What follows belongs to an exercise in optimizing a design on an open flow for small area and a short achievable clock period; a production flow would make more cautious choices. Function was checked by simulation only, so behaviour that the tests miss may differ from the original. No activity file was given, so power comes from the tool's default toggle rates.

==> design/flow/design.v <==
module TMDS_Encoder #(
    parameter SYNC = 0               
) (
    input  wire       PixelClk,
    output reg  [9:0] pDataOutRaw,
    input  wire [7:0] pDataOut,
    input  wire       pC0,
    input  wire       pC1,
    input  wire       pVde,          
    input  wire       pVde_1,        
    input  wire       pVde_2         
);
wire [7:0] d = pDataOut;
wire a1 = d[1] | d[2] | d[3];
wire a2 = (d[1] & d[2]) | (d[1] & d[3]) | (d[2] & d[3]);
wire a3 = d[1] & d[2] & d[3];
wire b1 = d[4] | d[5] | d[6] | d[7];
wire b2 = ((d[4] | d[5]) & (d[6] | d[7])) | (d[4] & d[5]) | (d[6] & d[7]);
wire b3 = ((d[4] & d[5]) & (d[6] | d[7])) | ((d[6] & d[7]) & (d[4] | d[5]));
wire b4 = d[4] & d[5] & d[6] & d[7];
wire sel = b4 | (a1 & b3) | (a2 & b2) | (a3 & b1);
wire x12 = d[1] ^ d[2];
wire x34 = d[3] ^ d[4];
wire x56 = d[5] ^ d[6];
wire p2  = d[0] ^ x12;
wire p4  = p2 ^ x34;
wire p6  = p2 ^ (x34 ^ x56);
reg [3:0] pe_1;      
reg [3:0] nz_1;      
reg       sel_1;
wire [3:0] nz = ~({d[7], d[5], d[3], d[1]} ^ {4{sel}});
always @(posedge PixelClk) begin
    sel_1     <= sel;
    pe_1[3:2] <= {p6, p4};
    nz_1      <= nz;
    if (SYNC && !pVde) pe_1[1:0] <= {pC1, pC0};
    else               pe_1[1:0] <= {p2, d[0]};
end
wire [3:0] nz2 = nz_1;
wire [3:0] neg = nz2 & pe_1;
wire       m0  = ^nz2;
wire       m1  = (nz2[0] & nz2[1]) ^ (nz2[2] & nz2[3]) ^ ((nz2[0] ^ nz2[1]) & (nz2[2] ^ nz2[3]));
wire       m2  = &nz2;
wire [2:0] n   = neg[0] + neg[1] + neg[2] + neg[3];
wire [2:0] xh  = {1'b0, m2, m1} - n;
wire [3:0] X   = {xh, m0};
wire [7:0] q1;
genvar gk;
generate
    for (gk = 0; gk < 4; gk = gk + 1) begin : qm
        assign q1[2*gk]   = pe_1[gk];
        assign q1[2*gk+1] = ~(pe_1[gk] ^ nz_1[gk]);
    end
endgenerate
reg [7:0] q_2;
reg       sel_2;
reg [3:0] X_2;
always @(posedge PixelClk) begin
    sel_2   <= sel_1;
    X_2     <= X;
    q_2[0]  <= q1[0];
    q_2[7:2] <= q1[7:2];
    if (SYNC && !pVde_1) q_2[1] <= pe_1[1];    
    else                 q_2[1] <= q1[1];
end
reg  [3:0] c_3;
wire       q8  = ~sel_2;
wire       z   = (c_3 == 4'd0) || (X_2 == 4'd0);
wire       inv = z ? sel_2 : (c_3[3] ^ X_2[3]);
wire [3:0] s1  = c_3 + X_2 + {3'b000, q8};
wire [3:0] s0  = c_3 + ~X_2 + {3'b000, q8};
wire [9:0] tok  = {~(q_2[1] ^ q_2[0]), ~q_2[0], {8'b01010100 ^ {8{q_2[0]}}}};
wire [9:0] tok0 = 10'b1101010100;
always @(posedge PixelClk) begin
    c_3 <= pVde_2 ? (inv ? s1 : s0) : 4'd0;
    if (pVde_2)
        pDataOutRaw <= {inv, q8, q_2 ^ {8{inv}}};
    else
        pDataOutRaw <= SYNC ? tok : tok0;
end
endmodule
module rgb2dvi (
    input  wire        PixelClk,
    input  wire [23:0] vid_pData,
    input  wire        vid_pVDE,
    input  wire        vid_pHSync,
    input  wire        vid_pVSync,
    output wire [9:0]  pDataOutRaw0,    
    output wire [9:0]  pDataOutRaw1,    
    output wire [9:0]  pDataOutRaw2     
);
reg pVde_1, pVde_2;
always @(posedge PixelClk) begin
    pVde_1 <= vid_pVDE;
    pVde_2 <= pVde_1;
end
TMDS_Encoder #(.SYNC(1)) DataEncoder0 (
    .PixelClk(PixelClk), .pDataOutRaw(pDataOutRaw0),
    .pDataOut(vid_pData[15:8]), .pC0(vid_pHSync), .pC1(vid_pVSync),
    .pVde(vid_pVDE), .pVde_1(pVde_1), .pVde_2(pVde_2));
TMDS_Encoder #(.SYNC(0)) DataEncoder1 (
    .PixelClk(PixelClk), .pDataOutRaw(pDataOutRaw1),
    .pDataOut(vid_pData[7:0]), .pC0(1'b0), .pC1(1'b0),
    .pVde(vid_pVDE), .pVde_1(pVde_1), .pVde_2(pVde_2));
TMDS_Encoder #(.SYNC(0)) DataEncoder2 (
    .PixelClk(PixelClk), .pDataOutRaw(pDataOutRaw2),
    .pDataOut(vid_pData[23:16]), .pC0(1'b0), .pC1(1'b0),
    .pVde(vid_pVDE), .pVde_1(pVde_1), .pVde_2(pVde_2));
endmodule
==> design/flow/flow/run.sh <==
#!/bin/bash
# Standard layout (the standard.sh) with these ORFS settings on top:
#  ADDER_MAP_FILE= : no adder cells in synthesis, ABC maps the adders as plain gates
#  ABC_AREA=1 with a copy of ORFS's scripts whose abc_area.script is flow/abc.script
#  BUFFER_PORTS_ARGS : the smallest buffer on each port
set -e
SD=$PWD/scripts_abc
rm -rf "$SD"
cp -r "$FLOW_HOME/scripts" "$SD"
cp flow/abc.script "$SD/abc_area.script"
bash standard.sh SCRIPTS_DIR="$SD" ADDER_MAP_FILE= ABC_AREA=1 "BUFFER_PORTS_ARGS=-buffer_cell sky130_fd_sc_hd__buf_1" "CTS_ARGS=-sink_clustering_enable -repair_clock_nets -dont_use_dummy_load" > standard.log 2>&1
==> design/flow/flow/abc.script <==
strash
&get -n
&st
&synch2
&b -d
&dch -f
&nf
&put
buffer -c
topo
stime -c
upsize -c
dnsize -c
==> design/flow/standard.sh <==
#!/bin/bash
# synth_recipe.tcl (not shown) runs the flow's synth.tcl, then flattens the netlist and writes it again
# the make line also repeats each setting of config.mk as NAME=value (left out here)
make -C /OpenROAD-flow-scripts/flow DESIGN_CONFIG=/design/flow/config.mk WORK_HOME=/design/flow/orfs CLKGATE_MAP_FILE= SYNTH_SCRIPT=/design/flow/synth_recipe.tcl "${@:-finish}"
==> design/flow/config.mk <==
export PLATFORM = sky130hd
export DESIGN_NAME = rgb2dvi
export DESIGN_NICKNAME = rgb2dvi
export VERILOG_FILES = /design/flow/design.v
export SDC_FILE = /design/flow/constraint.sdc
export NUM_CORES = 4
export LEC_CHECK = 0
export CAP_MARGIN = 20
export CORE_MARGIN = 2
export CORE_UTILIZATION = 60
export SETUP_SLACK_MARGIN = 2.2
export SLEW_MARGIN = 20
==> design/flow/constraint.sdc <==
create_clock -name core_clock -period 4.0 [get_ports {PixelClk}]
set_input_delay 0.8000 -clock core_clock [delete_from_list [all_inputs] [get_ports {PixelClk}]]
set_output_delay 0.8000 -clock core_clock [all_outputs]
set_load 0.01 [all_outputs]
==> results by group, run 1 <==
GRT
  • First-pass GRT wire length: 12.5 mm
  • Initial antenna violation count: 0
  • Vias in the first global route: 2856
  • GR Util All Layers: 18.6%
  • Largest net degree at the start of global routing: 24
  • Total grt overflow: 0

Pwr
  • P_sw: 1.62 mW
  • Combinational share of power: 45.8%
  • Total power: 4.26 mW
  • Pint: 2.64 mW
  • Sw Ratio: 38.1%
  • Leak pwr: 2.03 nW
  • Sequential share of power: 42.4%
  • Power Density: 840 nW/um2
  • Clock power frac: 11.9%
  • Max VDD drop: 0.274 mV

Finish
  • Final Non-Filler Cells: 633
  • Most frequent cells in the layout: dfxtp_1 (108), buf_1 (51), xnor2_1 (47), nand2_1 (41), a21oi_1 (38)
  • Ant. Diodes: 0
  • Final net count: 564
  • Layout cells sized above 1: 10.1%
  • # fillers: 626
  • Synthesis-to-finish area growth: 11.7%
  • Most common cell after layout, fill and taps aside: dfxtp_1

Routing
  • Post-DRT Antenna Nets: 0
  • WL/cell: 11.7 um
  • Final WL: 7.41 mm
  • DRC viols: 0
  • Via count: 3241
  • Routed vias/inst: 5.12
  • 1st-iter DRT viols: 100
  • Drt first pass iters: 6

Die
  • Die height: 91.0 um
  • Std-Cell Rows: 31
  • Core area: 7290 um2
  • Top-level port count: 58
  • Starting density of the core: 62.2%
  • Die W: 91.0 um
  • Die area: 8280 um2

Timing
  • Worst Tran Pin Value: 436 ps
  • Final Max Slew Viols: 0
  • Final setup vio count: 0
  • Final period utilization: 42.9%
  • Setup TNS: 0 ps
  • RSZ-0062 raised after global routing: yes
  • Max frequency: 0.582 GHz
  • Worst rel slew slack: 70.8%
  • Tmin final: 1720 ps
  • Layout Skew: 21.2 ps
  • Final hold viol count: 0
  • Final hold slack: 341 ps

Clock tree
  • Clock slew at reported path FFs: 90 ps
  • H-tree levels: 3
  • Clock root buffer: clkbuf_8
  • CTS Buf Count: 9
  • Worst-case clock buffer depth: 2
  • Later-pin clock latency in the skew report: 350 ps
  • Clock sink count: 110
  • TritonCTS clock tree: yes
  • Hold-fix buffers, CTS: 0

Placement
  • Dpl hpwl: 5.38 mm
  • Placed insts: 616
  • Routability-driven placement congestion ratio: 0.804
  • IO Port Bufs: 57

Critical path
  • Worst Path Arrival: 1940 ps
  • Crit Path Class: in2reg
  • CP max-delay cell: o21a_2
  • Reg2reg setup slack: 2340 ps
  • Worst EP required: 4230 ps
  • Reg2Reg Depth: 6
  • Reg2reg end: DataEncoder0.c_3[1]
  • CP endpoint kind: flop
  • Worst path depth: 7
  • Worst-path maximum fanout: 5
  • Crit path buf inv count: 1
  • Critical R2R Launch: DataEncoder0.c_3[2]
  • CP startpoint kind: input pin
  • Worst path cell trace: buf_1 -> maj3_2 -> o21ai_1 -> a22oi_1 -> a31oi_1 -> o21a_2 -> xor2_1
  • Top delay family on crit path: compound AO/OA/AOI/OAI gates
  • Origin of the worst setup path: vid_pData[2]
  • CP max stage delay: 270 ps
  • CP endpoint: DataEncoder1.nz_1[0]

Yosys
  • Warnings, synthesis: 3
  • Syn Inst Count: 479
  • Post-synth EDFFs: 0
  • Post-Syn Area: 4540 um2
  • Mapped Nets: 507
  • Flops & latches, synth: 110
  • Part of the Yosys area used for sequential elements: 48.5%
  • Post-synth ARST share: 0%
  • Ys flop type: dfxtp_1
  • Syn_area_per_cell: 9.47 um2
  • Unique masters post-synth: 51

Outcome
  • Status: timing/DRC/antenna clean

Flow run
  • Max-capacitance violation count: 0

Min path
  • Worst min path class: reg2reg
sequential cells by signal (all words and copies together) (netlist names), 8 cells and up:
name                      flops
DataEncoder1.pDataOutRaw     10
DataEncoder2.pDataOutRaw     10
DataEncoder0.pDataOutRaw     10
DataEncoder1.q_2              8
DataEncoder0.q_2              8
DataEncoder2.q_2              8
worst register-to-register path, cell delays in order, from the launching register on:
cell and delay, ps:
dfxtp_1 350, nor4_2 330, nor2_2 110, mux2i_4 310, mux2i_1 270, o21ai_0 110
a21oi_1 120
power groups by stage:
stage	registers [mW]	logic, mW	clock network (mW)
floorplan	1.77	1.41	0
global placement	1.80	1.65	0
detailed placement	1.81	1.69	0
CTS	1.78	1.80	0.521
global route	1.86	2.18	0.566
finish	1.81	1.95	0.506
what timing repair did:
item | 4_1_cts | 5_1_grt
resized for setup | 3 | 17
endpoints found under the hold margin | 0 | 0
setup endpoints to repair | 20 | 29
setup buffers | 3 | 5
pin swaps | 1 | 3
cell families (layout without fill, tap and decap cells):
group	Yosys count	in the layout	share of synthesized area [%]
xor+xnor	83	83	16.0
fa+ha+maj	6	6	1.32
flops	110	110	48.5
mux	8	8	1.87
buf+inv	41	96	3.75
simple gates	117	117	12.5
compound gates	114	114	16.0
layout make-up:
cell class	count	area (um2)	area share (%)
clock buffer	9	124	2.44
inverter	21	78.8	1.55
multi-input combinational	328	2230	44.1
sequential	110	2200	43.5
tap	99	124	2.44
timing repair buffer	66	305	6.02
synthesized netlist by cell type, drive strengths merged, types with 2 or more instances:
| library cell | n | area [um2] |
|---|---|---|
| dfxtp | 110 | 2200 |
| xnor2 | 47 | 412 |
| nand2 | 42 | 160 |
| a21oi | 39 | 206 |
| xor2 | 36 | 315 |
| o21ai | 34 | 170 |
| nor2 | 29 | 109 |
| inv | 21 | 78.8 |
| clkbuf | 17 | 63.8 |
| nand4 | 9 | 56.3 |
| mux2i | 7 | 73.8 |
| nand2b | 7 | 43.8 |
| and2 | 6 | 37.5 |
| maj3 | 6 | 60.1 |
| nor2b | 6 | 37.5 |
| nor4 | 6 | 50.0 |
| a22o | 5 | 43.8 |
| a21boi | 4 | 30.0 |
| a31oi | 4 | 31.3 |
| nor3 | 4 | 20.0 |
| o21a | 4 | 35.0 |
| o311ai | 4 | 35.0 |
| or2 | 4 | 25.0 |
| a211o | 3 | 26.3 |
| a211oi | 3 | 22.5 |
| a22oi | 3 | 22.5 |
| buf | 3 | 27.5 |
| o31ai | 2 | 15.0 |
per-stage QoR:
stage          setup slack, ps  instance area, um2  utilization, %
2_1_floorplan             2200                4540               -
3_3_place_gp              1910                4800            65.8
3_5_place_dp              1830                4800            65.8
4_1_cts                   2200                4970            68.2
5_1_grt                   2140                5070            69.5
6_report                  2280                5070            69.5
layer usage:
layer,GRT usage [%],vias up,part of all wire (%),routed length [um]
met5,0,-,0,0
met4,6.82,0,1.4,103
met3,4.65,10,4.0,298
met2,28.5,67,43,3210
met1,25.5,1433,51,3790
li1,-,1731,-,-
how the worst min path moves through the flow:
stage                       start                  to  slack (ps)  cells after the start
4_1_cts        DataEncoder1.sel_1  DataEncoder1.sel_2         340                      0
2_1_floorplan  DataEncoder0.sel_1  DataEncoder0.sel_2         310                      0
5_1_grt        DataEncoder1.sel_1  DataEncoder1.sel_2         350                      0
3_5_place_dp   DataEncoder0.sel_1  DataEncoder0.sel_2         340                      0
3_3_place_gp   DataEncoder0.sel_1  DataEncoder0.sel_2         340                      0
6_report       DataEncoder1.sel_1  DataEncoder1.sel_2         340                      0
==> run 2, diff against run 1 <==
==> design/flow/flow/abc.script (replaced) <==
strash
&get -n
&st
&dc2
&b -d
&dch -f
&nf -R 1000
&put
buffer -c
topo
stime -c
upsize -c
dnsize -c
==> run 2 against run 1 <==
Hold slack got worse by 9.1 ps. Total power rose by 3.9%. Clock skew rose by 1.6 ps. Clock power rose by 0.8%. Via count rose by 1.5%. Die area barely moved. Combinational power rose by 8%. Largest cell class unchanged. Highest routed layer unchanged.
==> results by group, run 2 <==
Critical path
  • Worst-path maximum fanout: 4
  • CP startpoint kind: flop
  • Crit Path Class: reg2reg
  • CP endpoint: DataEncoder1.c_3[2]
  • Reg2reg setup slack: 2270 ps
  • CP endpoint kind: flop
  • Origin of the worst setup path: DataEncoder1.c_3[0]
  • Worst Path Arrival: 1960 ps
  • Critical R2R Launch: DataEncoder1.c_3[0]
  • Reg2Reg Depth: 7
  • Reg2reg end: DataEncoder1.c_3[2]
  • Worst EP required: 4230 ps

Routing
  • 1st-iter DRT viols: 105
  • Via count: 3288
  • Final WL: 7.75 mm
  • Post-DRT Antenna Nets: 0
  • Routed vias/inst: 5.15
  • DRC viols: 0
  • WL/cell: 12.2 um
  • Drt first pass iters: 4

Finish
  • Most common cell after layout, fill and taps aside: dfxtp_1
  • # fillers: 564
  • Final net count: 569
  • Synthesis-to-finish area growth: 15.3%
  • Most frequent cells in the layout: dfxtp_1 (94), buf_1 (57), a21oi_1 (45), xor2_1 (44), xnor2_1 (42)
  • Layout cells sized above 1: 15.4%
  • Ant. Diodes: 0
  • Largest registers: DataEncoder0.pDataOutRaw x10, DataEncoder1.pDataOutRaw x10, DataEncoder2.pDataOutRaw x10

Timing
  • Final Max Slew Viols: 0
  • Setup TNS: 0 ps
  • Worst rel slew slack: 56.8%
  • Worst Tran Pin Value: 646 ps
  • Final period utilization: 43.3%
  • Final setup vio count: 0
  • RSZ-0062 raised after global routing: yes
  • Tmin final: 1730 ps
  • Max frequency: 0.578 GHz
  • Layout Skew: 22.8 ps
  • Final hold viol count: 0

Placement
  • IO Port Bufs: 57
  • Dpl hpwl: 5.53 mm
  • Routability-driven placement congestion ratio: 0.818

GRT
  • Total grt overflow: 0
  • Initial antenna violation count: 0
  • First-pass GRT wire length: 12.6 mm
  • Vias in the first global route: 2951
  • Largest net degree at the start of global routing: 44
  • GR Util All Layers: 18.7%

Yosys
  • Part of the Yosys area used for sequential elements: 48.6%
  • Flops & latches, synth: 110
  • Syn Inst Count: 470
  • Post-synth ARST share: 0%
  • Warnings, synthesis: 3
  • Ys flop type: dfxtp_1
  • Most frequent cell after synthesis: dfxtp_1
  • Syn_area_per_cell: 9.65 um2
  • Synth area leader: dfxtp_1
  • Synth top area cells: dfxtp_1 (49%), xnor2_1 (8.5%), xor2_1 (8.5%), a21oi_1 (5.2%), o21ai_0 (3.6%)
  • Commonest cells post-synth: dfxtp_1 (110), a21oi_1 (47), xnor2_1 (44), xor2_1 (44), nand2_1 (40)
  • Post-synth EDFFs: 0
  • Unique masters post-synth: 42
  • Mapped Nets: 498
  • Post-Syn Area: 4540 um2
  • Yosys top cell area share: 48.6%

Flow run
  • Max-capacitance violation count: 0

Die
  • Core area: 7290 um2
  • Top-level port count: 58
  • Std-Cell Rows: 31
  • Starting density of the core: 62.2%
  • Die W: 90.9 um
  • Die area: 8270 um2
  • Die height: 90.9 um

Pwr
  • Max VDD drop: 0.386 mV
  • Leak pwr: 2.13 nW
  • Total power: 4.43 mW
  • Power Density: 847 nW/um2

Clock tree
  • CTS Buf Count: 9
  • Later-pin clock latency in the skew report: 370 ps
  • Clock slew at reported path FFs: 80 ps
  • Clock sink count: 110
  • Clock root buffer: clkbuf_8
  • TritonCTS clock tree: yes
  • Worst-case clock buffer depth: 2
  • H-tree levels: 3

Min path
  • Worst min path class: reg2reg

Outcome
  • Status: timing/DRC/antenna clean
-- run 2: cell types whose count changed after synthesis, sizes merged, moves of 5 or more --
cell	before	now
a21oi	39	51
clkbuf	17	5
inv	21	29
maj3	6	15
nand2b	7	1
nand4	9	3
nor2b	6	1
xor2	36	46
-- run 2: final cells by class --
type,instances,area [um2],area share (%)
Multi-Input combinational cell,320,2320,44.3
Inverter,29,109,2.08
Tap cell,99,124,2.37
Timing Repair Buffer,71,327,6.25
Sequential cell,110,2230,42.6
Clock buffer,9,124,2.37
-- run 2: worst min-delay path by stage --
stage,slack [ps],cells past startpoint,endpoint,startpoint
after floorplan,310,0,DataEncoder0.sel_2,DataEncoder0.sel_1
after global placement,310,0,DataEncoder1.sel_2,DataEncoder1.sel_1
after detailed placement,320,0,DataEncoder0.sel_2,DataEncoder0.sel_1
after CTS,340,0,DataEncoder0.sel_2,DataEncoder0.sel_1
after global routing,340,0,DataEncoder1.sel_2,DataEncoder1.sel_1
final,330,0,DataEncoder1.sel_2,DataEncoder1.sel_1
-- run 2: through the flow --
step | setup slack [ps] | cell area, um2 | hold WS (ps) | utilization (%) | cells
floorplan | 2270 | 4540 | 310 | - | 470
global placement | 2040 | 4850 | 311 | 66.5 | 618
detailed placement | 1970 | 4850 | 319 | 66.5 | 618
CTS | 2250 | 5040 | 338 | 69.1 | 631
global route | 2150 | 5230 | 336 | 71.7 | 638
finish | 2270 | 5230 | 332 | 71.7 | 638
-- run 2: power by group --
group / switching, mW / internal [mW] / leakage [nW]
clock network: 0.308 / 0.203 / 0.0647
registers: 0.317 / 1.50 / 0.928
logic: 1.08 / 1.01 / 1.13
total: 1.71 / 2.72 / 2.13
-- run 2: critical path: stages (launching register included) --
cell and delay (ps):
dfxtp_2 360, xnor2_1 270, o21ai_0 180, maj3_1 390, nor2_1 100, a21oi_1 70
o21ai_0 180, a21oi_1 70
-- run 2: timing repair --
action	CTS	global route
hold buffers	0	0
endpoints found under the setup margin	12	25
pin swaps	0	12
buffers inserted	4	7
gates resized for setup	7	38
-- run 2: layer usage --
layer	global-route usage (%)	vias to the layer above	wire length, um
li1	-	1704	-
met5	0	-	0
met1	21.5	1493	3410
met3	3.24	23	263
met2	33.7	68	3880
met4	8.71	0	204
-- run 2: cells by family after synthesis --
group / share of synthesized area (%)
AOI/OAI and AO/OA: 13.5
xor gates and xnor gates: 19.5
adders and majority gates: 3.50
buffers and inverters: 3.89
DFF: 48.6
muxes: 1.66
and+or+nand+nor: 9.35
==> run 3, diff against run 2 <==
==> design/flow/flow/abc.script (replaced) <==
strash
&get -n
&st
&syn2
&b -d
&dch -f
&nf
&put
buffer -c
topo
stime -c
upsize -c
dnsize -c
--- a/design/flow/config.mk
+++ b/design/flow/config.mk
@@ -9,4 +9,5 @@
 export CORE_MARGIN = 2
 export CORE_UTILIZATION = 60
+export PLACE_DENSITY = 0.7
 export SETUP_SLACK_MARGIN = 2.2
 export SLEW_MARGIN = 20
==> run 3 against run 2 <==
Still clean on timing, DRC and antenna. Sequential share of layout area is 1.2 points higher. Utilization is 2.2 points lower. Maximum frequency increased by 0.54%. Via count decreased by 2.3%. Combinational power down 4%. Sequential cell count unchanged. Critical path type unchanged. Critical endpoint is now DataEncoder2.c_3[3]. Largest cell class unchanged.
==> results by group, run 3 <==
Routing
  • Final WL: 7.47 mm
  • Metal3 WL: 246 um
  • Post-DRT Antenna Nets: 0
  • Routed vias/inst: 5.14
  • Top sig layer: met4
  • DRC viols: 0
  • Drt first pass iters: 6
  • Metal2 WL: 3.77 mm
  • WL/cell: 11.9 um
  • 1st-iter DRT viols: 81
  • Via count: 3214
  • M1 WL: 3.37 mm

Placement
  • Dpl hpwl: 5.55 mm
  • Routability-driven placement congestion ratio: 0.842
  • IO Port Bufs: 57

Critical path
  • Origin of the worst setup path: DataEncoder2.c_3[0]
  • CP startpoint kind: flop
  • CP endpoint kind: flop
  • Reg2reg setup slack: 2280 ps
  • Critical R2R Launch: DataEncoder2.c_3[0]
  • Crit Path Class: reg2reg
  • Worst EP required: 4250 ps
  • Worst-path maximum fanout: 8
  • Worst Path Arrival: 1970 ps

Finish
  • Largest registers: DataEncoder0.pDataOutRaw x10, DataEncoder1.pDataOutRaw x10, DataEncoder2.pDataOutRaw x10
  • Layout Utilization: 69.5%
  • Layout cells sized above 1: 9.70%
  • Most frequent cells in the layout: dfxtp_1 (107), nand2_1 (62), xnor2_1 (61), buf_1 (50), xor2_1 (46)
  • # fillers: 632
  • Most common cell after layout, fill and taps aside: dfxtp_1
  • Ant. Diodes: 0
  • Reg area: 2210 um2
  • Synthesis-to-finish area growth: 12.3%
  • Final net count: 556
  • Area occupied by multi-input gates: 2260 um2

Pwr
  • Combinational share of power: 46.8%
  • Sw Ratio: 37.6%
  • Max VDD drop: 0.346 mV
  • Pint: 2.69 mW
  • Leak pwr: 1.97 nW
  • Clock power frac: 11.7%
  • Power Density: 854 nW/um2
  • Sequential share of power: 41.5%
  • P_sw: 1.62 mW

Die
  • Die area: 8190 um2
  • Std-Cell Rows: 31
  • Core area: 7250 um2
  • Top-level port count: 58
  • Die W: 90.5 um
  • Starting density of the core: 61.9%
  • Die height: 90.5 um

Yosys
  • Post-Syn Area: 4490 um2
  • Most frequent cell after synthesis: dfxtp_1
  • Yosys top cell area share: 49.1%
  • Ys flop type: dfxtp_1
  • Flops & latches, synth: 110
  • Part of the Yosys area used for sequential elements: 49.1%
  • Post-synth ARST share: 0%
  • Syn_area_per_cell: 9.70 um2
  • Synth top area cells: dfxtp_1 (49%), xnor2_1 (12%), xor2_1 (9.0%), nand2_1 (5.2%), nor2_1 (3.2%)
  • Unique masters post-synth: 46
  • Post-synth EDFFs: 0
  • Mapped Nets: 491
  • Commonest cells post-synth: dfxtp_1 (110), nand2_1 (62), xnor2_1 (61)
  • Synth area leader: dfxtp_1
  • Syn Inst Count: 463
  • Warnings, synthesis: 3

Timing
  • Final hold viol count: 0
  • Final setup vio count: 0
  • Max frequency: 0.581 GHz
  • Worst rel slew slack: 59.7%
  • Final period utilization: 43.1%
  • Final hold slack: 332 ps
  • Setup TNS: 0 ps
  • RSZ-0062 raised after global routing: yes
  • Tmin final: 1720 ps
  • Final Max Slew Viols: 0
  • Worst Tran Pin Value: 604 ps
  • Layout Skew: 33.5 ps

Clock tree
  • Later-pin clock latency in the skew report: 370 ps
  • Clock root buffer: clkbuf_8
  • Clock sink count: 110
  • Clock slew at reported path FFs: 110 ps
  • H-tree levels: 3
  • Worst-case clock buffer depth: 2
  • TritonCTS clock tree: yes
  • Hold-fix buffers, CTS: 0
  • CTS Buf Count: 9

GRT
  • GR Util All Layers: 18.5%
  • Vias in the first global route: 2904
  • Largest net degree at the start of global routing: 29
  • Initial antenna violation count: 0
  • First-pass GRT wire length: 12.3 mm
  • Total grt overflow: 0

Outcome
  • Status: timing/DRC/antenna clean

Min path
  • Hold Crit Start: DataEncoder1.sel_1
  • Worst min path class: reg2reg

Flow run
  • Max-capacitance violation count: 0
run 3: cell count changes in the layout (fill, tap and decap cells not counted), sizes merged, moves of 5 or more:
cell    delta
clkbuf     +7
nor2b      +9
o21ai     -18
nor2      +11
maj3       -8
a31oi      +5
inv       -22
buf       -13
a21oi     -33
nand2     +18
xnor2     +12
run 3: cell families after synthesis:
kind of cell,after synthesis,share of synthesized area [%]
compound gates,80,11.8
xor+xnor,107,20.9
fa+ha+maj,7,1.56
buf+inv,18,1.92
flops,110,49.1
mux,5,1.25
simple gates,136,13.6
run 3: timing repair:
item	CTS	global route
pin swaps	2	0
setup buffers	3	4
endpoints found under the setup margin	17	29
resized for setup	2	17
run 3: power by group through the flow:
stage | sequential, mW | clock [mW] | combinational (mW)
final | 1.79 | 0.503 | 2.02
after global routing | 1.84 | 0.560 | 2.24
after CTS | 1.76 | 0.520 | 1.91
after detailed placement | 1.79 | 0 | 1.83
after global placement | 1.78 | 0 | 1.76
after floorplan | 1.78 | 0 | 1.52
run 3: final timing paths:
check / depth (start not counted) / endpoint
min reg2reg: 0 / DataEncoder1.sel_2
min: 0 / DataEncoder1.sel_2
max reg2reg: 6 / DataEncoder2.c_3[3]
max: 6 / DataEncoder2.c_3[3]
run 3: critical path, cell delays in order (launching register included):
cell	delay [ps]
dfxtp_2	430
nor2b_1	100
o21ai_1	180
a21oi_1	130
maj3_1	380
xnor2_1	130
a211oi_1	250
run 3: metrics by stage:
stage	setup slack, ps	instances	power (mW)	area (um2)
finish	2280	625	4.30	5040
global route	2170	625	4.64	5040
CTS	2220	621	4.19	4940
detailed placement	1850	609	3.61	4780
global placement	1920	609	3.54	4780
floorplan	2220	463	3.30	4500
run 3: final cells by class:
class	instances	share of cell area, %
Clock buffer	9	2.46
Inverter	7	0.521
Multi-Input combinational cell	335	44.9
Sequential cell	110	43.8
Tap cell	99	2.46
Timing Repair Buffer	65	5.86
run 3: layer usage:
| layer | track usage, % | vias up |
|---|---|---|
| li1 | - | 1666 |
| met1 | 21.7 | 1478 |
| met2 | 32.8 | 61 |
| met3 | 4.42 | 9 |
| met4 | 6.54 | 0 |
| met5 | 0 | - |
==> run 4, diff against run 3 <==
--- a/design/flow/config.mk
+++ b/design/flow/config.mk
@@ -9,5 +9,5 @@
 export CORE_MARGIN = 2
 export CORE_UTILIZATION = 60
-export PLACE_DENSITY = 0.7
+export GPL_TIMING_DRIVEN = 1
 export SETUP_SLACK_MARGIN = 2.2
 export SLEW_MARGIN = 20
==> run 4 against run 3 <==
Non-clock buffer count rose by 1. Utilization fell by 0.34 points. Synthesized cell count did not move. Combinational power barely moved. Count of clock-buffer cells in the layout did not move. Register-to-register slack improved by 30 ps. Critical endpoint is now DataEncoder0.nz_1[3].
==> results by group, run 4 <==
Outcome
  • Status: timing/DRC/antenna clean

Yosys
  • Synth Area in Simple Gates: 13.6%
  • Flops & latches, synth: 110
  • Warnings, synthesis: 3
  • Syn_area_per_cell: 9.70 um2
  • Ys flop type: dfxtp_1
  • Post-synth EDFFs: 0
  • Synth top area cells: dfxtp_1 (49%), xnor2_1 (12%), xor2_1 (9.0%), nand2_1 (5.2%), nor2_1 (3.2%)
  • Mapped Nets: 491
  • Post-Synth Adder-Cell Area: 1.56%
  • Multiplexer area fraction after synthesis: 1.25%
  • Syn Inst Count: 463
  • Yosys top cell area share: 49.1%
  • Part of the Yosys area used for sequential elements: 49.1%
  • Largest family of logic cells by synthesized area: XOR/XNOR gates
  • Compound-Gate Fraction of Synth Area: 11.8%
  • Xor/xnor share of the synthesized area: 20.9%
  • Unique masters post-synth: 46
  • Most frequent cell after synthesis: dfxtp_1
  • Commonest cells post-synth: dfxtp_1 (110), nand2_1 (62), xnor2_1 (61)
  • Synth area leader: dfxtp_1
  • Post-Syn Area: 4490 um2
  • Post-synth ARST share: 0%

Finish
  • Layout cells sized above 1: 9.49%
  • Largest registers: DataEncoder0.pDataOutRaw x10, DataEncoder1.pDataOutRaw x10, DataEncoder2.pDataOutRaw x10
  • Most common cell after layout, fill and taps aside: dfxtp_1
  • # fillers: 601
  • Synthesis-to-finish area growth: 11.7%
  • Final net count: 557
  • Ant. Diodes: 0
  • Most frequent cells in the layout: dfxtp_1 (108), nand2_1 (62), xnor2_1 (61), buf_1 (50), xor2_1 (46)
  • Design area: 5010 um2

Timing
  • Setup TNS: 0 ps
  • Tmin final: 1710 ps
  • Final setup vio count: 0
  • Worst rel slew slack: 61.1%
  • Worst Tran Pin Value: 584 ps
  • Max frequency: 0.585 GHz
  • Layout Skew: 32.5 ps
  • Final hold viol count: 0
  • Final period utilization: 42.8%
  • RSZ-0062 raised after global routing: yes
  • Final Max Slew Viols: 0

GRT
  • Met1 Use GR: 20.9%
  • GR Util All Layers: 18.3%
  • Met2 Usage GRT: 32.3%
  • Initial antenna violation count: 0
  • Busiest grt layer: met2
  • Total grt overflow: 0
  • Largest net degree at the start of global routing: 30
  • Vias in the first global route: 2863
  • Met3 usage: 3.84%
  • First-pass GRT wire length: 12.2 mm

Die
  • Core area: 7250 um2
  • Die W: 90.5 um
  • Std-Cell Rows: 31
  • Die height: 90.5 um
  • Top-level port count: 58
  • Die area: 8190 um2
  • Starting density of the core: 61.9%

Clock tree
  • Clock sink count: 110
  • Clock root buffer: clkbuf_8
  • Worst-case clock buffer depth: 2
  • H-tree levels: 3
  • Clock slew at reported path FFs: 70 ps
  • Later-pin clock latency in the skew report: 370 ps
  • TritonCTS clock tree: yes
  • Hold-fix buffers, CTS: 0
  • CTS Buf Count: 9

Routing
  • DRC viols: 0
  • Final WL: 7.31 mm
  • Drt first pass iters: 4
  • Via count: 3237
  • Post-DRT Antenna Nets: 0
  • 1st-iter DRT viols: 106
  • WL/cell: 11.7 um
  • Routed vias/inst: 5.17

Critical path
  • Worst EP required: 4220 ps
  • Crit Path Class: in2reg
  • Crit path buf inv count: 1
  • Reg2reg setup slack: 2310 ps
  • Worst-path maximum fanout: 5
  • Worst Path Arrival: 1930 ps
  • CP startpoint kind: input pin
  • Top delay family on crit path: compound AO/OA/AOI/OAI gates
  • CP max stage delay: 250 ps
  • CP max-delay cell: o21a_2
  • Worst path cell trace: buf_1 -> maj3_2 -> o21ai_1 -> a22oi_1 -> a31oi_1 -> o21a_2 -> xor2_1
  • CP endpoint kind: flop

Placement
  • Post-Place Cell Area: 4780 um2
  • IO Port Bufs: 57
  • Routability-driven placement congestion ratio: 0.842
  • Dpl hpwl: 5.43 mm

Pwr
  • Pint: 2.67 mW
  • Sw Ratio: 37.3%
  • Sequential share of power: 41.5%
  • Max VDD drop: 0.342 mV
  • Combinational share of power: 46.6%
  • Clock power frac: 11.9%
  • Leak pwr: 1.97 nW
  • Power Density: 850 nW/um2
  • P_sw: 1.59 mW

Min path
  • Worst min path class: reg2reg

Flow run
  • Max-capacitance violation count: 0
-- run 4: cell counts after synthesis --
No cell type changed its count.
-- run 4: worst paths after layout --
kind / start / end / cells after the start
worst min register to register: DataEncoder2.sel_1 / DataEncoder2.sel_2 / 0
worst max-delay path: vid_pData[10] / DataEncoder0.nz_1[3] / 7
worst min-delay path: DataEncoder2.sel_1 / DataEncoder2.sel_2 / 0
worst max register to register: DataEncoder1.X_2[0] / DataEncoder1.c_3[3] / 6
-- run 4: power by group through the flow --
stage | sequential, mW | combinational (mW) | clock [mW]
2_1_floorplan | 1.78 | 1.52 | 0
3_3_place_gp | 1.78 | 1.76 | 0
3_5_place_dp | 1.79 | 1.81 | 0
4_1_cts | 1.76 | 1.93 | 0.522
5_1_grt | 1.82 | 2.22 | 0.565
6_report | 1.77 | 1.99 | 0.505
-- run 4: routing by layer --
| metal | wire (um) | part of all wire [%] | vias up |
|---|---|---|---|
| met1 | 3180 | 44 | 1486 |
| met2 | 3720 | 51 | 64 |
| met4 | 128 | 1.8 | 0 |
| met3 | 275 | 3.8 | 9 |
| li1 | - | - | 1678 |
| met5 | 0 | 0 | - |
-- run 4: area by class of cell --
cell class              count  area, um2  share of cell area (%)
clock buffers               9        124                    2.47
inverters                   7       26.3                   0.524
multi-input cells         335       2250                    44.8
flip-flops and latches    110       2200                    44.0
well taps                  99        124                    2.47
repair buffers             66        290                    5.79
-- run 4: cells by family (layout without fill, tap and decap cells) --
| logic type | Yosys count | in the layout |
|---|---|---|
| compound gates | 80 | 80 |
| xor+xnor | 107 | 107 |
| fa+ha+maj | 7 | 7 |
| buf+inv | 18 | 82 |
| flops | 110 | 110 |
| mux | 5 | 5 |
| simple gates | 136 | 136 |
-- run 4: stage by stage --
stage	hold slack (ps)	cells	worst slack (ps)	utilization (%)	total power, mW
finish	335	626	2290	69.1	4.26
global route	341	626	2170	69.1	4.60
CTS	336	623	2220	68.4	4.21
detailed placement	319	609	1810	65.9	3.60
global placement	322	609	1920	65.9	3.54
floorplan	310	463	2220	-	3.30
-- run 4: timing repair --
item	CTS	global route
pin swaps	2	0
endpoints found under the hold margin	0	0
gates resized for setup	3	13
setup endpoints to repair	17	28
setup buffers	5	3
==> run 5, diff against run 4 <==
--- a/design/flow/config.mk
+++ b/design/flow/config.mk
@@ -8,6 +8,5 @@
 export CAP_MARGIN = 20
 export CORE_MARGIN = 2
-export CORE_UTILIZATION = 60
-export GPL_TIMING_DRIVEN = 1
+export CORE_UTILIZATION = 65
 export SETUP_SLACK_MARGIN = 2.2
 export SLEW_MARGIN = 20
==> run 5 against run 4 <==
Critical path type is now reg2reg. Highest routed layer unchanged. Critical path depth fell by 1. Final cell count shrank 3.2%. Worst setup slack lost 9.6 ps. Via count is 0.68% lower.
==> results by group, run 5 <==
Outcome
  • Status: timing/DRC/antenna clean

Timing
  • Final Max Slew Viols: 0
  • Final period utilization: 43.0%
  • Final setup vio count: 0
  • Layout Skew: 25.7 ps
  • Worst Tran Pin Value: 578 ps
  • Worst rel slew slack: 61.4%
  • Tmin final: 1720 ps
  • Final hold viol count: 0
  • RSZ-0062 raised after global routing: no
  • Final hold slack: 340 ps
  • Max frequency: 0.581 GHz
  • Setup TNS: 0 ps

Routing
  • Routed vias/inst: 5.31
  • DRC viols: 0
  • Metal2 WL: 3.91 mm
  • WL/cell: 12.7 um
  • Final WL: 7.68 mm
  • Top sig layer: met4
  • 1st-iter DRT viols: 112
  • M1 WL: 3.36 mm
  • Metal3 WL: 251 um
  • Via count: 3215
  • Post-DRT Antenna Nets: 0
  • Drt first pass iters: 4

Finish
  • Synthesis-to-finish area growth: 11.3%
  • Final net count: 556
  • Area occupied by multi-input gates: 2260 um2
  • Most frequent cells in the layout: dfxtp_1 (109), nand2_1 (62), xnor2_1 (60), buf_1 (50), xor2_1 (45)
  • Most common cell after layout, fill and taps aside: dfxtp_1
  • Ant. Diodes: 0
  • Final Non-Filler Cells: 606
  • # fillers: 516
  • Largest registers: DataEncoder0.pDataOutRaw x10, DataEncoder1.pDataOutRaw x10, DataEncoder2.pDataOutRaw x10
  • Layout cells sized above 1: 9.13%
  • Reg area: 2200 um2

Critical path
  • Reg2reg setup slack: 2280 ps
  • CP startpoint kind: flop
  • Worst EP required: 4230 ps
  • Top delay family on crit path: simple AND/OR/NAND/NOR gates
  • CP endpoint kind: flop
  • Crit path buf inv count: 1
  • CP max stage delay: 360 ps
  • Worst Path Arrival: 1950 ps
  • Worst path cell trace: nor4_2 -> nor2_1 -> mux2_4 -> buf_4 -> xnor2_1 -> a21oi_1
  • CP max-delay cell: dfxtp_1
  • Crit Path Class: reg2reg
  • Worst-path maximum fanout: 8

Pwr
  • Clock power frac: 11.8%
  • Pint: 2.66 mW
  • Leak pwr: 1.97 nW
  • Max VDD drop: 0.455 mV
  • Total power: 4.29 mW
  • P_sw: 1.62 mW
  • Sw Ratio: 37.9%
  • Combinational share of power: 46.5%
  • Power Density: 858 nW/um2
  • Sequential share of power: 41.7%

Die
  • Core area: 6760 um2
  • Die W: 87.1 um
  • Die height: 87.1 um
  • Top-level port count: 58
  • Starting density of the core: 66.4%
  • Std-Cell Rows: 30
  • Die area: 7590 um2

Yosys
  • Post-synth ARST share: 0%
  • Commonest cells post-synth: dfxtp_1 (110), nand2_1 (62), xnor2_1 (61)
  • Post-synth EDFFs: 0
  • Ys flop type: dfxtp_1
  • Synth area leader: dfxtp_1
  • Post-Syn Area: 4490 um2
  • Synth top area cells: dfxtp_1 (49%), xnor2_1 (12%), xor2_1 (9.0%), nand2_1 (5.2%), nor2_1 (3.2%)
  • Part of the Yosys area used for sequential elements: 49.1%
  • Syn_area_per_cell: 9.70 um2
  • Most frequent cell after synthesis: dfxtp_1
  • Syn Inst Count: 463
  • Warnings, synthesis: 3
  • Yosys top cell area share: 49.1%
  • Mapped Nets: 491
  • Flops & latches, synth: 110
  • Unique masters post-synth: 46

Clock tree
  • Clock root buffer: clkbuf_8
  • Later-pin clock latency in the skew report: 370 ps
  • TritonCTS clock tree: yes
  • Clock sink count: 110
  • CTS Buf Count: 9
  • H-tree levels: 3
  • Hold-fix buffers, CTS: 0
  • Worst-case clock buffer depth: 2
  • Clock slew at reported path FFs: 80 ps

GRT
  • Vias in the first global route: 2869
  • Largest net degree at the start of global routing: 30
  • First-pass GRT wire length: 12.3 mm
  • Initial antenna violation count: 0
  • GR Util All Layers: 20.7%
  • Total grt overflow: 0

Placement
  • IO Port Bufs: 57
  • Dpl hpwl: 5.41 mm
  • Placed insts: 590
  • Routability-driven placement congestion ratio: 0.842

Min path
  • Worst min path class: reg2reg

Flow run
  • Max-capacitance violation count: 0
## run 5: final cells by class
class,count,share of cell area [%]
Inverter,7,0.526
Multi-Input combinational cell,335,45.3
Clock buffer,9,2.48
Timing Repair Buffer,65,5.66
Sequential cell,110,44.1
Tap cell,80,2.00
## run 5: cell families after synthesis
family / count (synthesis) / share of synthesized area [%]
muxes: 5 / 1.25
xor gates and xnor gates: 107 / 20.9
DFF: 110 / 49.1
AOI/OAI and AO/OA: 80 / 11.8
and+or+nand+nor: 136 / 13.6
buffers and inverters: 18 / 1.92
adders and majority gates: 7 / 1.56
## run 5: stage by stage
| stage | utilization (%) | setup slack (ps) | instance area, um2 |
|---|---|---|---|
| floorplan | - | 2220 | 4500 |
| detailed placement | 70.4 | 1830 | 4760 |
| global placement | 70.4 | 1920 | 4760 |
| CTS | 73.3 | 2200 | 4950 |
| global route | 74.0 | 2190 | 5000 |
| finish | 74.0 | 2280 | 5000 |
## run 5: metal layers
layer	up-vias	track usage (%)
met3	16	4.27
li1	1674	-
met5	-	0
met2	64	35.7
met1	1461	25.0
met4	0	8.67
## run 5: what timing repair did
| action | 4_1_cts | 5_1_grt |
|---|---|---|
| resized for setup | 2 | 14 |
| buffers inserted | 7 | 0 |
| setup endpoints to repair | 11 | 25 |
| gates cloned | 0 | 0 |
| pin swaps | 2 | 0 |
## run 5: power by group through the flow
stage | Combinational [mW] | Sequential [mW] | Clock (mW)
2_1_floorplan | 1.52 | 1.78 | 0
3_3_place_gp | 1.75 | 1.78 | 0
3_5_place_dp | 1.82 | 1.79 | 0
4_1_cts | 1.97 | 1.76 | 0.519
5_1_grt | 2.23 | 1.84 | 0.568
6_report | 1.99 | 1.79 | 0.507
## run 5: worst paths after layout
path / end / from / depth (start not counted)
worst min-delay path: DataEncoder0.sel_2 / DataEncoder0.sel_1 / 0
worst min register to register: DataEncoder0.sel_2 / DataEncoder0.sel_1 / 0
worst max-delay path: DataEncoder0.pDataOutRaw[3] / DataEncoder0.X_2[2] / 6
worst max register to register: DataEncoder0.pDataOutRaw[3] / DataEncoder0.X_2[2] / 6
==> run 6, diff against run 5 <==
==> design/flow/flow/abc.script (replaced) <==
strash
&get -n
&st
&syn2
&b -d
&dch -f
&nf -R 50
&put
buffer -c
topo
stime -c
upsize -c
dnsize -c
==> run 6 against run 5 <==
Critical path depth increased by 1. Largest power group unchanged. Synthesized area fell by 1.0%. Largest cell class is now sequential cells. Critical endpoint is now DataEncoder0.nz_1[3]. First-iteration DRC count shrank 29%. Still clean. Combinational power hardly changed. Wire length rose by 1.5%. Highest routed layer unchanged. Design area up 0.50%. Sequential power barely moved. Total power is 0.48% higher.
==> results by group, run 6 <==
Outcome
  • Status: timing/DRC/antenna clean

Pwr
  • Sequential share of power: 42.2%
  • Leak pwr: 2.00 nW
  • Sw Ratio: 37.8%
  • P_sw: 1.63 mW
  • Clock power frac: 11.9%
  • Total power: 4.31 mW
  • Pint: 2.68 mW
  • Power Density: 858 nW/um2
  • Combinational share of power: 45.9%
  • Max VDD drop: 0.487 mV

Clock tree
  • TritonCTS clock tree: yes
  • Worst-case clock buffer depth: 2
  • Clock slew at reported path FFs: 100 ps
  • Later-pin clock latency in the skew report: 360 ps
  • H-tree levels: 3
  • Clock root buffer: clkbuf_8
  • Clock sink count: 110
  • Hold-fix buffers, CTS: 0
  • CTS Buf Count: 9

Routing
  • Routed vias/inst: 5.31
  • 1st-iter DRT viols: 79
  • Top sig layer: met4
  • Metal2 WL: 3.91 mm
  • Drt first pass iters: 4
  • Metal3 WL: 249 um
  • DRC viols: 0
  • Final WL: 7.79 mm
  • Post-DRT Antenna Nets: 0
  • M1 WL: 3.55 mm
  • WL/cell: 12.6 um
  • Via count: 3286

Yosys
  • Flops & latches, synth: 110
  • Mapped Nets: 500
  • Post-synth ARST share: 0%
  • Synth area leader: dfxtp_1
  • Part of the Yosys area used for sequential elements: 49.6%
  • Ys flop type: dfxtp_1
  • Post-synth EDFFs: 0
  • Syn Inst Count: 472
  • Synth top area cells: dfxtp_1 (50%), xnor2_1 (11%), xor2_1 (6.9%), nand2_1 (5.2%), a21oi_1 (4.5%)
  • Yosys top cell area share: 49.6%
  • Post-Syn Area: 4440 um2
  • Warnings, synthesis: 3
  • Most frequent cell after synthesis: dfxtp_1
  • Unique masters post-synth: 39
  • Commonest cells post-synth: dfxtp_1 (110), nand2_1 (61), xnor2_1 (57)
  • Syn_area_per_cell: 9.41 um2

Flow run
  • Max-capacitance violation count: 0

GRT
  • GR Util All Layers: 20.9%
  • Vias in the first global route: 2931
  • Total grt overflow: 0
  • Initial antenna violation count: 0
  • Largest net degree at the start of global routing: 25
  • First-pass GRT wire length: 12.4 mm

Finish
  • Final net count: 569
  • Most common cell after layout, fill and taps aside: dfxtp_1
  • Largest registers: DataEncoder0.pDataOutRaw x10, DataEncoder1.pDataOutRaw x10, DataEncoder2.pDataOutRaw x10
  • Layout Utilization: 74.8%
  • Reg area: 2220 um2
  • Layout cells sized above 1: 12.2%
  • Design area: 5020 um2
  • # fillers: 511
  • Area occupied by multi-input gates: 2170 um2
  • Most frequent cells in the layout: dfxtp_1 (98), nand2_1 (61), xnor2_1 (57), buf_1 (53), a21oi_1 (39)
  • Ant. Diodes: 0
  • Synthesis-to-finish area growth: 13.1%

Die
  • Std-Cell Rows: 30
  • Die height: 86.7 um
  • Core area: 6720 um2
  • Top-level port count: 58
  • Die W: 86.7 um
  • Starting density of the core: 66.1%
  • Die area: 7510 um2

Critical path
  • Crit Path Class: in2reg
  • CP max stage delay: 250 ps
  • CP endpoint kind: flop
  • Worst EP required: 4230 ps
  • Top delay family on crit path: compound AO/OA/AOI/OAI gates
  • Worst path cell trace: buf_1 -> maj3_2 -> o21ai_1 -> a22oi_1 -> a31oi_1 -> o21a_2 -> xor2_1
  • CP startpoint kind: input pin
  • Worst Path Arrival: 2010 ps
  • Crit path buf inv count: 1
  • Worst-path maximum fanout: 5
  • CP max-delay cell: o21a_2

Timing
  • Max frequency: 0.561 GHz
  • Worst Tran Pin Value: 619 ps
  • Final Max Slew Viols: 0
  • Setup TNS: 0 ps
  • Final hold slack: 322 ps
  • Worst rel slew slack: 58.7%
  • Final hold viol count: 0
  • Final period utilization: 44.5%
  • Layout Skew: 26.5 ps
  • RSZ-0062 raised after global routing: yes
  • Tmin final: 1780 ps
  • Final setup vio count: 0

Placement
  • IO Port Bufs: 57
  • Post-Place Cell Area: 4710 um2
  • Dpl hpwl: 5.45 mm
  • Routability-driven placement congestion ratio: 0.820

Min path
  • Worst min path class: reg2reg
## run 6: worst paths after layout
path                        from                   end  slack [ps]  depth (start not counted)
max                 vid_pData[9]  DataEncoder0.nz_1[3]        2220                          7
min           DataEncoder0.sel_1    DataEncoder0.sel_2         320                          0
max reg2reg  DataEncoder1.c_3[1]   DataEncoder1.c_3[3]        2300                          8
min reg2reg   DataEncoder0.sel_1    DataEncoder0.sel_2         320                          0
## run 6: cell families after synthesis
group                    after synthesis  synth area share (%)
adder cells (fa/ha/maj)                9                  2.14
multiplexers                           6                  1.38
AND/OR/NAND/NOR                      103                  10.1
buffers and inverters                 37                  3.60
XOR/XNOR                              92                  18.1
flip-flops                           110                  49.6
AO/OA/AOI/OAI                        115                  15.1
## run 6: layer usage
| metal | GRT usage [%] | up-vias |
|---|---|---|
| met5 | 0 | - |
| met4 | 7.39 | 0 |
| met3 | 6.19 | 8 |
| met2 | 36.6 | 56 |
| met1 | 24.3 | 1512 |
| li1 | - | 1710 |
## run 6: final cells by class
| class | count | share of cell area, % |
|---|---|---|
| tap | 80 | 1.99 |
| sequential | 110 | 44.1 |
| multi-input combinational | 325 | 43.1 |
| timing repair buffer | 71 | 6.50 |
| clock buffer | 9 | 2.47 |
| inverter | 24 | 1.79 |
## run 6: power groups by stage
stage	sequential (mW)	clock, mW	combinational [mW]
global placement	1.79	0	1.63
CTS	1.77	0.528	1.71
floorplan	1.79	0	1.37
finish	1.82	0.513	1.98
detailed placement	1.80	0	1.69
global route	1.87	0.575	2.19
## run 6: through the flow
step                cells  worst slack [ps]
global route          619              2140
finish                619              2220
floorplan             472              2220
CTS                   608              2210
global placement      599              1910
detailed placement    599              1830
## run 6: what timing repair did
| item | in CTS | in global routing |
|---|---|---|
| buffers inserted | 0 | 9 |
| gates resized for setup | 1 | 31 |
| cloned | 0 | 2 |
| endpoints found under the setup margin | 1 | 21 |
| pin swaps | 1 | 5 |
## run 6: worst register-to-register path, stage by stage, from the launching register on
cell	delay (ps)
dfxtp_2	360
nor4_4	250
nor2_1	100
mux2i_2	230
buf_6	160
a21boi_1	180
a21oi_2	90
o21ai_1	140
a21oi_1	50
==> run 7, diff against run 6 <==
--- a/design/flow/config.mk
+++ b/design/flow/config.mk
@@ -8,5 +8,5 @@
 export CAP_MARGIN = 20
 export CORE_MARGIN = 2
-export CORE_UTILIZATION = 65
-export SETUP_SLACK_MARGIN = 2.2
+export CORE_UTILIZATION = 60
+export SETUP_SLACK_MARGIN = 2.25
 export SLEW_MARGIN = 20
==> run 7 against run 6 <==
Register-to-register slack about the same. Via count shrank 0.79%. Still clean. Critical path type is now reg2reg. Highest routed layer unchanged. Hold slack improved by 25 ps. Synthesized cell count unchanged. Maximum frequency increased by 4.0%. Utilization down 3.9 points. Non-clock buffer count stayed put. Sequential power about the same. Largest power group unchanged. Total power increased by 0.51%. Critical path depth stayed put.
==> results by group, run 7 <==
Timing
  • Setup TNS: 0 ps
  • Worst rel slew slack: 71.7%
  • Layout Skew: 23.4 ps
  • Final period utilization: 42.8%
  • Worst Tran Pin Value: 425 ps
  • RSZ-0062 raised after global routing: yes
  • Final Max Slew Viols: 0
  • Final setup vio count: 0
  • Crit path setup slack, layout: 2290 ps
  • Final hold viol count: 0
  • Max frequency: 0.584 GHz
  • Final hold slack: 347 ps
  • Tmin final: 1710 ps

Die
  • Std-Cell Rows: 31
  • Die height: 90.1 um
  • Core area: 7210 um2
  • Top-level port count: 58
  • Starting density of the core: 61.6%
  • Die W: 90.1 um
  • Die area: 8110 um2

Critical path
  • CP startpoint kind: flop
  • Worst Path Arrival: 1990 ps
  • Crit Path Class: reg2reg
  • Reg2reg setup slack: 2290 ps
  • Worst EP required: 4270 ps
  • CP endpoint kind: flop
  • Worst-path maximum fanout: 4

Clock tree
  • TritonCTS clock tree: yes
  • Later-pin clock latency in the skew report: 360 ps
  • Clock slew at reported path FFs: 90 ps
  • Clock root buffer: clkbuf_8
  • H-tree levels: 3
  • Clock sink count: 110
  • Worst-case clock buffer depth: 2
  • CTS Buf Count: 9

Routing
  • Via count: 3260
  • Drt first pass iters: 4
  • DRC viols: 0
  • Routed vias/inst: 5.11
  • 1st-iter DRT viols: 89
  • Final WL: 7.64 mm
  • Post-DRT Antenna Nets: 0
  • WL/cell: 12.0 um

GRT
  • Total grt overflow: 0
  • First-pass GRT wire length: 12.8 mm
  • Met1 Use GR: 23.6%
  • GR Util All Layers: 19.1%
  • Met3 usage: 3.94%
  • Largest net degree at the start of global routing: 45
  • Busiest grt layer: met2
  • Vias in the first global route: 2943
  • Met2 Usage GRT: 32.4%
  • Initial antenna violation count: 0

Finish
  • Layout cells sized above 1: 14.1%
  • Layout Utilization: 70.9%
  • Synthesis-to-finish area growth: 15.2%
  • Final net count: 569
  • Most frequent cells in the layout: dfxtp_1 (95), nand2_1 (61), xnor2_1 (57), buf_1 (50), a21oi_1 (38)
  • Ant. Diodes: 0
  • Design area: 5120 um2
  • Largest registers: DataEncoder0.pDataOutRaw x10, DataEncoder1.pDataOutRaw x10, DataEncoder2.pDataOutRaw x10
  • Most common cell after layout, fill and taps aside: dfxtp_1

Placement
  • Post-Place Cell Area: 4740 um2
  • IO Port Bufs: 57
  • Routability-driven placement congestion ratio: 0.819
  • Dpl hpwl: 5.19 mm
  • DP Worst Slack: 1840 ps

Pwr
  • Leak pwr: 2.03 nW
  • Power Density: 846 nW/um2
  • Max VDD drop: 0.456 mV

Yosys
  • Post-synth EDFFs: 0
  • Part of the Yosys area used for sequential elements: 49.6%
  • Ys flop type: dfxtp_1
  • Warnings, synthesis: 3
  • Most frequent cell after synthesis: dfxtp_1
  • Post-Syn Area: 4440 um2
  • Post-synth ARST share: 0%
  • Commonest cells post-synth: dfxtp_1 (110), nand2_1 (61), xnor2_1 (57)
  • Unique masters post-synth: 39
  • Syn Inst Count: 472
  • Synth area leader: dfxtp_1
  • Syn_area_per_cell: 9.41 um2
  • Mapped Nets: 500
  • Flops & latches, synth: 110
  • Yosys top cell area share: 49.6%
  • Synth top area cells: dfxtp_1 (50%), xnor2_1 (11%), xor2_1 (6.9%), nand2_1 (5.2%), a21oi_1 (4.5%)

Min path
  • Worst min path class: reg2reg

Outcome
  • Status: timing/DRC/antenna clean

Flow run
  • Max-capacitance violation count: 0
## run 7: cell counts after synthesis
Identical to the previous run, type by type.
## run 7: through the flow
| stage | cells | total power [mW] |
|---|---|---|
| 6_report | 638 | 4.33 |
| 3_3_place_gp | 618 | 3.42 |
| 3_5_place_dp | 618 | 3.46 |
| 2_1_floorplan | 472 | 3.16 |
| 5_1_grt | 638 | 4.67 |
| 4_1_cts | 630 | 4.06 |
## run 7: worst paths after layout
kind,from,to,cells past startpoint
setup / recovery,DataEncoder0.X_2[1],DataEncoder0.c_3[3],7
setup reg to reg,DataEncoder0.X_2[1],DataEncoder0.c_3[3],7
hold reg to reg,DataEncoder2.sel_1,DataEncoder2.sel_2,0
hold / removal,DataEncoder2.sel_1,DataEncoder2.sel_2,0
## run 7: area by class of cell
cell class              instances  area [um2]
flip-flops and latches        110        2230
fillers                       587        2100
inverters                      24        90.1
repair buffers                 71         339
well taps                      99         124
clock buffers                   9         124
multi-input cells             325        2210
## run 7: per-layer routing
layer	vias up	wire length [um]
met2	50	3790
met5	-	0
li1	1712	-
met1	1488	3510
met3	10	227
met4	0	106
## run 7: cells by family after synthesis
family / synth area share (%)
adders and majority gates: 2.14
DFF: 49.6
buffers and inverters: 3.60
xor gates and xnor gates: 18.1
muxes: 1.38
and+or+nand+nor: 10.1
AOI/OAI and AO/OA: 15.1
## run 7: report_power, final
part / internal, mW / total, mW / switching (mW)
logic: 0.975 / 1.99 / 1.01
registers: 1.51 / 1.84 / 0.328
clock network: 0.203 / 0.505 / 0.302
## run 7: timing repair
item,in CTS,in global routing
gates cloned,1,0
setup endpoints to repair,9,22
hold buffers,0,0
resized for setup,5,51
setup buffers,2,8
pin swaps,0,13
## run 7: worst max-delay path, cell delays in order, from the launching register on
cell and delay [ps]:
dfxtp_1 460, xor2_2 220, o21ai_1 110, o21ai_1 250, o21ai_1 140, a32oi_2 250, o21ai_1 80, a21oi_1 120
==> run 8, diff against run 7 <==
==> design/flow/flow/abc.script (replaced) <==
strash
&get -n
&st
&syn2
&b -d
&dch -f
&nf
&put
buffer -c
topo
stime -c
upsize -c
dnsize -c
--- a/design/flow/config.mk
+++ b/design/flow/config.mk
@@ -6,7 +6,7 @@
 export NUM_CORES = 4
 export LEC_CHECK = 0
-export CAP_MARGIN = 20
+export CAP_MARGIN = 10
 export CORE_MARGIN = 2
 export CORE_UTILIZATION = 60
-export SETUP_SLACK_MARGIN = 2.25
-export SLEW_MARGIN = 20
+export SETUP_SLACK_MARGIN = 2.2
+export SLEW_MARGIN = 10
==> run 8 against run 7 <==
Hold slack got worse by 12 ps. Utilization is 1.8 points lower. Sequential power decreased by 4%. Via count decreased by 0.71%. Sequential cell count is the same. Clock skew grew 9.1 ps. Wire length decreased by 4.3%. Worst setup slack gained 2.7 ps. Register-to-register slack gained 20 ps. First-iteration DRC count grew 19%. Combinational power hardly changed. Highest routed layer unchanged.
==> results by group, run 8 <==
Routing
  • Routed vias/inst: 5.17
  • Post-DRT Antenna Nets: 0
  • 1st-iter DRT viols: 106
  • Drt first pass iters: 4
  • WL/cell: 11.7 um
  • Via count: 3237
  • DRC viols: 0
  • Final WL: 7.31 mm

Die
  • Starting density of the core: 61.9%
  • Die W: 90.5 um
  • Die area: 8190 um2
  • Core area: 7250 um2
  • Std-Cell Rows: 31
  • Die height: 90.5 um
  • Top-level port count: 58

Yosys
  • Synth top area cells: dfxtp_1 (49%), xnor2_1 (12%), xor2_1 (9.0%), nand2_1 (5.2%), nor2_1 (3.2%)
  • Unique masters post-synth: 46
  • Post-synth ARST share: 0%
  • Yosys top cell area share: 49.1%
  • Synth area leader: dfxtp_1
  • Flops & latches, synth: 110
  • Post-Syn Area: 4490 um2
  • Most frequent cell after synthesis: dfxtp_1
  • Ys flop type: dfxtp_1
  • Post-synth EDFFs: 0
  • Syn_area_per_cell: 9.70 um2
  • Mapped Nets: 491
  • Part of the Yosys area used for sequential elements: 49.1%
  • Commonest cells post-synth: dfxtp_1 (110), nand2_1 (62), xnor2_1 (61)
  • Syn Inst Count: 463
  • Warnings, synthesis: 3

Timing
  • Final period utilization: 42.8%
  • Setup TNS: 0 ps
  • Final setup vio count: 0
  • Crit path setup slack, layout: 2290 ps
  • Final Max Slew Viols: 0
  • Final hold viol count: 0
  • Tmin final: 1710 ps
  • Final hold slack: 335 ps
  • Layout Skew: 32.5 ps
  • Max frequency: 0.585 GHz
  • Worst rel slew slack: 61.1%
  • RSZ-0062 raised after global routing: yes
  • Worst Tran Pin Value: 584 ps

Critical path
  • CP startpoint kind: input pin
  • Reg2reg end: DataEncoder1.c_3[3]
  • CP endpoint kind: flop
  • Crit Path Class: in2reg
  • Reg2Reg Depth: 6
  • CP max stage delay: 250 ps
  • CP max-delay cell: o21a_2
  • Worst-path maximum fanout: 5
  • CP endpoint: DataEncoder0.nz_1[3]
  • Worst Path Arrival: 1930 ps
  • Reg2reg setup slack: 2310 ps
  • Worst path cell trace: buf_1 -> maj3_2 -> o21ai_1 -> a22oi_1 -> a31oi_1 -> o21a_2 -> xor2_1
  • Worst path depth: 7
  • Worst EP required: 4220 ps
  • Top delay family on crit path: compound AO/OA/AOI/OAI gates
  • Origin of the worst setup path: vid_pData[10]
  • Critical R2R Launch: DataEncoder1.X_2[0]
  • Crit path buf inv count: 1

Pwr
  • Pint: 2.67 mW
  • Sequential share of power: 41.5%
  • Total power: 4.26 mW
  • Sw Ratio: 37.3%
  • Max VDD drop: 0.342 mV
  • P_sw: 1.59 mW
  • Leak pwr: 1.97 nW
  • Clock power frac: 11.9%
  • Combinational share of power: 46.6%
  • Power Density: 850 nW/um2

Finish
  • Synthesis-to-finish area growth: 11.7%
  • Ant. Diodes: 0
  • Layout Utilization: 69.1%
  • Final Non-Filler Cells: 626
  • Most common cell after layout, fill and taps aside: dfxtp_1
  • # fillers: 601
  • Largest registers: DataEncoder0.pDataOutRaw x10, DataEncoder1.pDataOutRaw x10, DataEncoder2.pDataOutRaw x10
  • Layout cells sized above 1: 9.49%
  • Most frequent cells in the layout: dfxtp_1 (108), nand2_1 (62), xnor2_1 (61), buf_1 (50), xor2_1 (46)
  • Final net count: 557
  • Design area: 5010 um2

Placement
  • Routability-driven placement congestion ratio: 0.842
  • Post-Place Cell Area: 4780 um2
  • Dpl hpwl: 5.43 mm
  • DP Worst Slack: 1810 ps
  • IO Port Bufs: 57
  • Placed insts: 609

Clock tree
  • CTS Buf Count: 9
  • TritonCTS clock tree: yes
  • H-tree levels: 3
  • Clock root buffer: clkbuf_8
  • Clock sink count: 110
  • Hold-fix buffers, CTS: 0
  • Later-pin clock latency in the skew report: 370 ps
  • Worst-case clock buffer depth: 2
  • Clock slew at reported path FFs: 70 ps

Min path
  • Worst min path class: reg2reg

Outcome
  • Status: timing/DRC/antenna clean

GRT
  • Initial antenna violation count: 0
  • Largest net degree at the start of global routing: 30
  • Total grt overflow: 0
  • First-pass GRT wire length: 12.2 mm
  • GR Util All Layers: 18.3%
  • Vias in the first global route: 2863

Flow run
  • Max-capacitance violation count: 0
run 8: how the worst min path moves through the flow:
stage | from | to | slack, ps | cells after the start
floorplan | DataEncoder0.sel_1 | DataEncoder0.sel_2 | 310 | 0
global placement | DataEncoder2.sel_1 | DataEncoder2.sel_2 | 320 | 0
detailed placement | DataEncoder2.sel_1 | DataEncoder2.sel_2 | 320 | 0
CTS | DataEncoder2.sel_1 | DataEncoder2.sel_2 | 340 | 0
global route | DataEncoder0.sel_1 | DataEncoder0.sel_2 | 340 | 0
finish | DataEncoder2.sel_1 | DataEncoder2.sel_2 | 340 | 0
run 8: logic make-up (layout without fill, tap and decap cells):
logic type	Yosys count	count (layout)	synth area share [%]
flip-flops	110	110	49.1
AO/OA/AOI/OAI	80	80	11.8
buffers and inverters	18	82	1.92
AND/OR/NAND/NOR	136	136	13.6
XOR/XNOR	107	107	20.9
multiplexers	5	5	1.25
adder cells (fa/ha/maj)	7	7	1.56
run 8: layout make-up:
class / count / area (um2) / share of cell area [%]
inverter: 7 / 26.3 / 0.524
tap: 99 / 124 / 2.47
clock buffer: 9 / 124 / 2.47
sequential: 110 / 2200 / 44.0
timing repair buffer: 66 / 290 / 5.79
multi-input combinational: 335 / 2250 / 44.8
run 8: power by group through the flow:
| stage | Combinational (mW) | Clock [mW] | Sequential, mW |
|---|---|---|---|
| after floorplan | 1.52 | 0 | 1.78 |
| after global placement | 1.76 | 0 | 1.78 |
| after detailed placement | 1.81 | 0 | 1.79 |
| after CTS | 1.93 | 0.522 | 1.76 |
| after global routing | 2.22 | 0.565 | 1.82 |
| final | 1.99 | 0.505 | 1.77 |
run 8: what timing repair did:
item	4_1_cts	5_1_grt
setup buffers	5	3
cloned	0	0
gates resized for setup	3	13
endpoints found under the setup margin	17	28
pin swaps	2	0
run 8: routing by layer:
metal | share of wire [%] | up-vias | global-route usage (%)
li1 | - | 1678 | -
met1 | 44 | 1486 | 20.9
met2 | 51 | 64 | 32.3
met3 | 3.8 | 9 | 3.84
met4 | 1.8 | 0 | 8.59
met5 | 0 | - | 0

==> what the ideal ports hide <==
Ports are ideal in the flow. The routed layouts listed here were re-timed in OpenROAD.
Step 1 assumes that a clkbuf_16 drives the clock port and a buf_2 every other input.
Step 2 times the ports against the registers' clock, not the clock port: input delays grow and output delays shrink by t, the midpoint of the rising clock arrivals with the driver on.
Slacks: no drivers / after step 1 / after step 2; pairs: no drivers / after step 1.
run | t, ns | setup slack, ns | clock arrival spread, ns | worst data-port slew with drivers (ns)
run 1 | 0.377 | 2.283 / 2.295 / 1.918 | 0.022 / 0.022 | 0.03
run 2 | 0.388 | 2.268 / 2.268 / 1.961 | 0.024 / 0.023 | 0.04
run 3 | 0.381 | 2.278 / 2.278 / 1.914 | 0.033 / 0.033 | 0.03
run 4 | 0.384 | 2.289 / 2.301 / 1.918 | 0.033 / 0.033 | 0.03
run 5 | 0.383 | 2.280 / 2.280 / 1.929 | 0.025 / 0.026 | 0.03
run 6 | 0.384 | 2.218 / 2.229 / 1.846 | 0.027 / 0.027 | 0.04
run 7 | 0.378 | 2.286 / 2.286 / 1.926 | 0.024 / 0.024 | 0.04
run 8 | 0.384 | 2.289 / 2.301 / 1.918 | 0.033 / 0.033 | 0.03
After both steps setup and hold are still met in every run listed. The setup slack of run 6, which loses most, moves by +0.011 ns with the drivers and by -0.372 ns with both steps.
